This design comes from an exercise in tuning for a short achievable clock period and few clock cycles on the open sky130 flow, not from production work. At most, simulation tests tie the RTL to the original design; equivalence was not proved. Power figures rest on the tool's default switching activity, not on a simulated workload.

==> flow/design.v (excerpt) <==
module MIPS	(input		clk, reset_n,
		 output	[31:0]	imem_addr,
		 input	[31:0]	imem_data,
		 output	[31:0]	dmem_addr, dmem_wdata,
		 output		dmem_we,
		 input	[31:0]	dmem_rdata);
Settings: LEC_CHECK=0, ABC_CLOCK_PERIOD_IN_PS=3000, CAP_MARGIN=20, CORE_MARGIN=2, CORE_UTILIZATION=50, SLEW_MARGIN=20, SYNTH_HIERARCHICAL=1, SYNTH_MINIMUM_KEEP_SIZE=0, TNS_END_PERCENT=100; clock period 11.5 ns.
standard.sh (not shown) runs the stock make flow with config.mk's settings and CLKGATE_MAP_FILE= SYNTH_SCRIPT=/design/flow/synth_recipe.tcl, a recipe that flattens the netlist after the stock synthesis.
==> flow/flow/run.sh <==
#!/bin/bash
# Layout of the design: the standard flow (standard.sh) with different
# effort settings; the constraints (clock period, I/O delays, loads) are
# the standard flow's, unchanged.
#  - ports are buffered with buf_4 instead of the weakest buffer.
set -euo pipefail
bash standard.sh \
  SETUP_SLACK_MARGIN=8.6 \
  SETUP_MOVE_SEQUENCE=unbuffer,sizeup,swap,buffer,split \
  "BUFFER_PORTS_ARGS=-buffer_cell sky130_fd_sc_hd__buf_4" \
  finish > standard_flow.log 2>&1
The baseline produced a clean layout.
Testbench counts at the start, summed over its fixed seeds: cycles 28,914.
==> next run, changes <==
--- a/flow/design.v
+++ b/flow/design.v
@@ -225,19 +225,19 @@
 	wire		pred_d = fuse ? (is_beq ? zero_e : ~zero_e) : pred_s;
 	wire		f_took = bt_d & word_ok;
 	wire		redirect_d = v_d & ~stall & ~is_j & ((bt_d & ~word_ok) | (f_took ^ pred_d));
 	wire [31:0]	rtgt_d = pred_d ? btgt_d : pcp1_d;
 	wire [31:0]	alt_d  = pred_d ? pcp1_d : btgt_d;
 	wire		bt_ins = v_d & ~stall & ~is_j & pred_s & ~(bt_d & word_ok);
 	wire		bt_kill = v_d & ~stall & bt_d & ~word_ok;
 	wire [31:0]	A = a_e;
 	wire [31:0]	B = b_e;
-	wire [31:0]	Bx = sub_e ? ~B : B;
+	wire [31:0]	Bx = B;		 
 	wire [32:0]	sum;
 	wire [31:0]	carry;
 	ks_add #(32) aadd (.a(A), .b(Bx), .cin(sub_e), .s(sum[31:0]), .c(carry), .cout(sum[32]));
 	wire		p31 = A[31] ^ Bx[31];
 	wire		g31 = A[31] & Bx[31];
 	wire		slt = carry[31] ? (p31 ^ (g31 | p31)) : (p31 ^ ~g31);
 	reg  [31:0]	logic_r;
 	always @(*)
 		case (lop_e)
@@ -314,19 +314,19 @@
 		if (!stall) begin
 			ir_d   <= imem_data;
 			pc_d   <= pc_f;
 			pcp1_d <= pcp1_f;
 			bt_d   <= bhit & ~j_f;
 			bw_d   <= hit_word;
 			bi_d   <= hit_idx;
 		end
 		a_e    <= fe_s ? res_e : rs_val;
-		b_e    <= (fe_t & ~use_imm) ? res_e : (use_imm ? immx : rt_val);
+		b_e    <= {32{sub_d}} ^ ((fe_t & ~use_imm) ? res_e : (use_imm ? immx : rt_val));
 		sd_e   <= rt_val;
 		fs_e   <= fe_t;
 		bneg_e <= bneg_d;
 		bone_e <= bone_d;
 		btwo_e <= btwo_d;
 		wdst_e <= wdst;
 		sel_e  <= sel_d;
 		sub_e  <= sub_d;
 		lop_e  <= lop_d;
Outcome: Now the flow finished with max-capacitance violations, max-slew violations left. Via count climbs by 4.7%. Die area is about the same. Combinational power went up by 16%. Worst setup slack is worse by 0.83 ns. Non-clock buffer count rises by 193. Global-route usage increases by 1.5 points. First-iteration DRC count came out higher by 18%. Cell area goes up by 3.0%. Count of clock-buffer cells in the layout is higher by 1.
Function not checked in the second run of this note: the RTL went through the layout flow alone.

========
Another version of the RTL of MIPS (not shown whole).
Size: roughly 6800 cells after synthesis, about 160 I/O pins, about 98000 µm² of cells after synthesis.
clock: 11.5 ns
lec_check: 0
abc_clock_period_in_ps: 3000
cap_margin: 20
core_margin: 2
core_utilization: 50
slew_margin: 20
synth_hierarchical: 1
synth_minimum_keep_size: 0
tns_end_percent: 100
==> flow/flow/run.sh <==
#!/bin/bash
# Layout of the design: the standard flow (standard.sh) with different
# effort settings; the constraints (clock period, I/O delays, loads) are
# the standard flow's, unchanged.
#  - ports are buffered with buf_4 instead of the weakest buffer.
set -euo pipefail
bash standard.sh \
  SETUP_SLACK_MARGIN=8.3 \
  SETUP_MOVE_SEQUENCE=unbuffer,sizeup,swap,split \
  "BUFFER_PORTS_ARGS=-buffer_cell sky130_fd_sc_hd__buf_4" \
  finish > standard_flow.log 2>&1
Testbench counts at the start, summed over its fixed seeds: cycles 29,524.
==> next run, changes <==
--- a/flow/design.v
+++ b/flow/design.v
@@ -101,14 +101,15 @@
 		 output	[31:0]	dmem_addr, dmem_wdata,
 		 output		dmem_we,
 		 input	[31:0]	dmem_rdata);
 	reg  [31:0]	pc_f;
 	reg  [31:0]	ia_f;		 
 	reg		v_d;
 	reg  [31:0]	ir_d, pc_d, pcp1_d;
+	reg  [31:0]	btgt_d;		 
 	reg		bt_d;		 
 	reg  [31:0]	bw_d;		 
 	reg  [1:0]	bi_d;		 
 	reg  [31:0]	bt_tag [0:3];
 	reg  [31:0]	bt_tgt [0:3];
 	reg  [31:0]	bt_word [0:3];
 	reg  [3:0]	bt_v;
@@ -193,14 +194,17 @@
 	wire [7:0]	bneg_d, bone_d, btwo_d;
 	booth_enc benc (.B(rt_val[15:0]), .neg(bneg_d), .one(bone_d), .two(btwo_d));
 	wire		stall = v_d & (((ld_e | mul_e) & ((use_rs & fe_s) | (use_rtb & fe_t))) | (is_mul & fe_t));
 	wire [31:0]	pcp1_f;
 	wire		pcp1_co;
 	ks_add #(32) inc (.a(pc_f), .b(32'b0), .cin(1'b1), .s(pcp1_f), .cout(pcp1_co));
 	wire		j_f    = (imem_data[31:26] == 6'h02);
+	wire [31:0]	btgt_f;
+	wire		btgt_co;
+	ks_add #(32) tadd (.a(pcp1_f), .b({{16{imem_data[15]}}, imem_data[15:0]}), .cin(1'b0), .s(btgt_f), .cout(btgt_co));
 	reg  [3:0]	hitv;
 	reg  [31:0]	hit_tgt, hit_word;
 	reg  [1:0]	hit_idx;
 	integer		bi;
 	always @(*) begin
 		hit_tgt = 32'b0; hit_word = 32'b0; hit_idx = 2'd0;
 		for (bi = 0; bi < 4; bi = bi + 1) begin
@@ -209,17 +213,14 @@
 			hit_word = hit_word | ({32{hitv[bi]}} & bt_word[bi]);
 			hit_idx  = hit_idx  | ({2{hitv[bi]}} & bi[1:0]);
 		end
 	end
 	wire		bhit = |hitv;
 	wire		same   = (rs == rt);
 	wire		pred_s = (is_beq & (same | imm[15])) | (is_bne & ~same);
-	wire [31:0]	btgt_d;
-	wire		btgt_co;
-	ks_add #(32) dadd (.a(pcp1_d), .b({{16{imm[15]}}, imm}), .cin(1'b0), .s(btgt_d), .cout(btgt_co));
 	wire		word_ok = (bw_d == ir_d);
 	wire		redirect_d = v_d & ~stall & ~is_j & (bt_d ? ~word_ok : pred_s);
 	wire [31:0]	rtgt_d = pred_s ? btgt_d : pcp1_d;
 	wire [31:0]	alt_d  = pred_s ? pcp1_d : btgt_d;
 	wire		bt_ins = v_d & ~stall & ~is_j & pred_s & ~(bt_d & word_ok);
 	wire		bt_kill = v_d & ~stall & bt_d & ~word_ok;
 	wire [31:0]	A = a_e;
@@ -304,14 +305,15 @@
 			wen_m <= wen_e; ld_m <= ld_e; st_m <= st_e; mul_m <= mul_e;
 		end
 	always @(posedge clk) begin
 		if (!stall) begin
 			ir_d   <= imem_data;
 			pc_d   <= pc_f;
 			pcp1_d <= pcp1_f;
+			btgt_d <= btgt_f;
 			bt_d   <= bhit & ~j_f;
 			bw_d   <= hit_word;
 			bi_d   <= hit_idx;
 		end
 		a_e    <= fe_s ? res_e : rs_val;
 		b_e    <= (fe_t & ~use_imm) ? res_e : (use_imm ? immx : rt_val);
 		sd_e   <= rt_val;
Effect: Total power goes up by 7.1%. Utilization goes up by 0.58 points. Hold slack barely changes. Critical path depth goes up by 1. Synthesized cell count goes up by about 0.5%. Cell area goes up by about 2%. Via count goes up by about 1.4%. Cell count goes up by about 1%. Combinational power goes up by about 10%. Synthesized area goes up by about 1%.
Function not checked in the second run of this note: the RTL went through the layout flow alone.

## separate check: timing with driven ports
The results above use ideal ports. As a check the final layouts listed here were re-extracted and re-timed, cells and wires unchanged. Step 1 (the two cells are an assumption about what drives the block):
set clk [get_ports {clk}]
set_driving_cell -lib_cell sky130_fd_sc_hd__clkbuf_16 $clk
set_driving_cell -lib_cell sky130_fd_sc_hd__buf_2 [delete_from_list [all_inputs] $clk]
Step 2, shift: input delay + t, output delay - t, t = (earliest + latest rising clock arrival at the registers) / 2. This alone moves slack from input paths to output paths. a / b / c = ideal / step 1 / step 2; a / b = the first two.
run | t (ns) | setup WS [ns] | worst hold slack (ns) | latest minus earliest clock arrival (ns)
the first run of note 1 | 0.941 | 7.789 / 7.699 / 7.447 | 0.340 / 0.340 / 0.340 | 0.076 / 0.076
the second run of note 1 | 0.966 | 6.962 / 6.962 / 6.962 | 0.337 / 0.337 / 0.337 | 0.069 / 0.068
the first run of note 2 | 0.926 | 7.753 / 7.674 / 7.313 | 0.338 / 0.338 / 0.338 | 0.036 / 0.036
the second run of note 2 | 0.971 | 7.245 / 7.245 / 6.724 | 0.335 / 0.335 / 0.335 | 0.070 / 0.070
For the second run of note 2, which loses most, drivers alone change the setup slack by 0.000 ns; drivers and shift together by -0.521 ns.
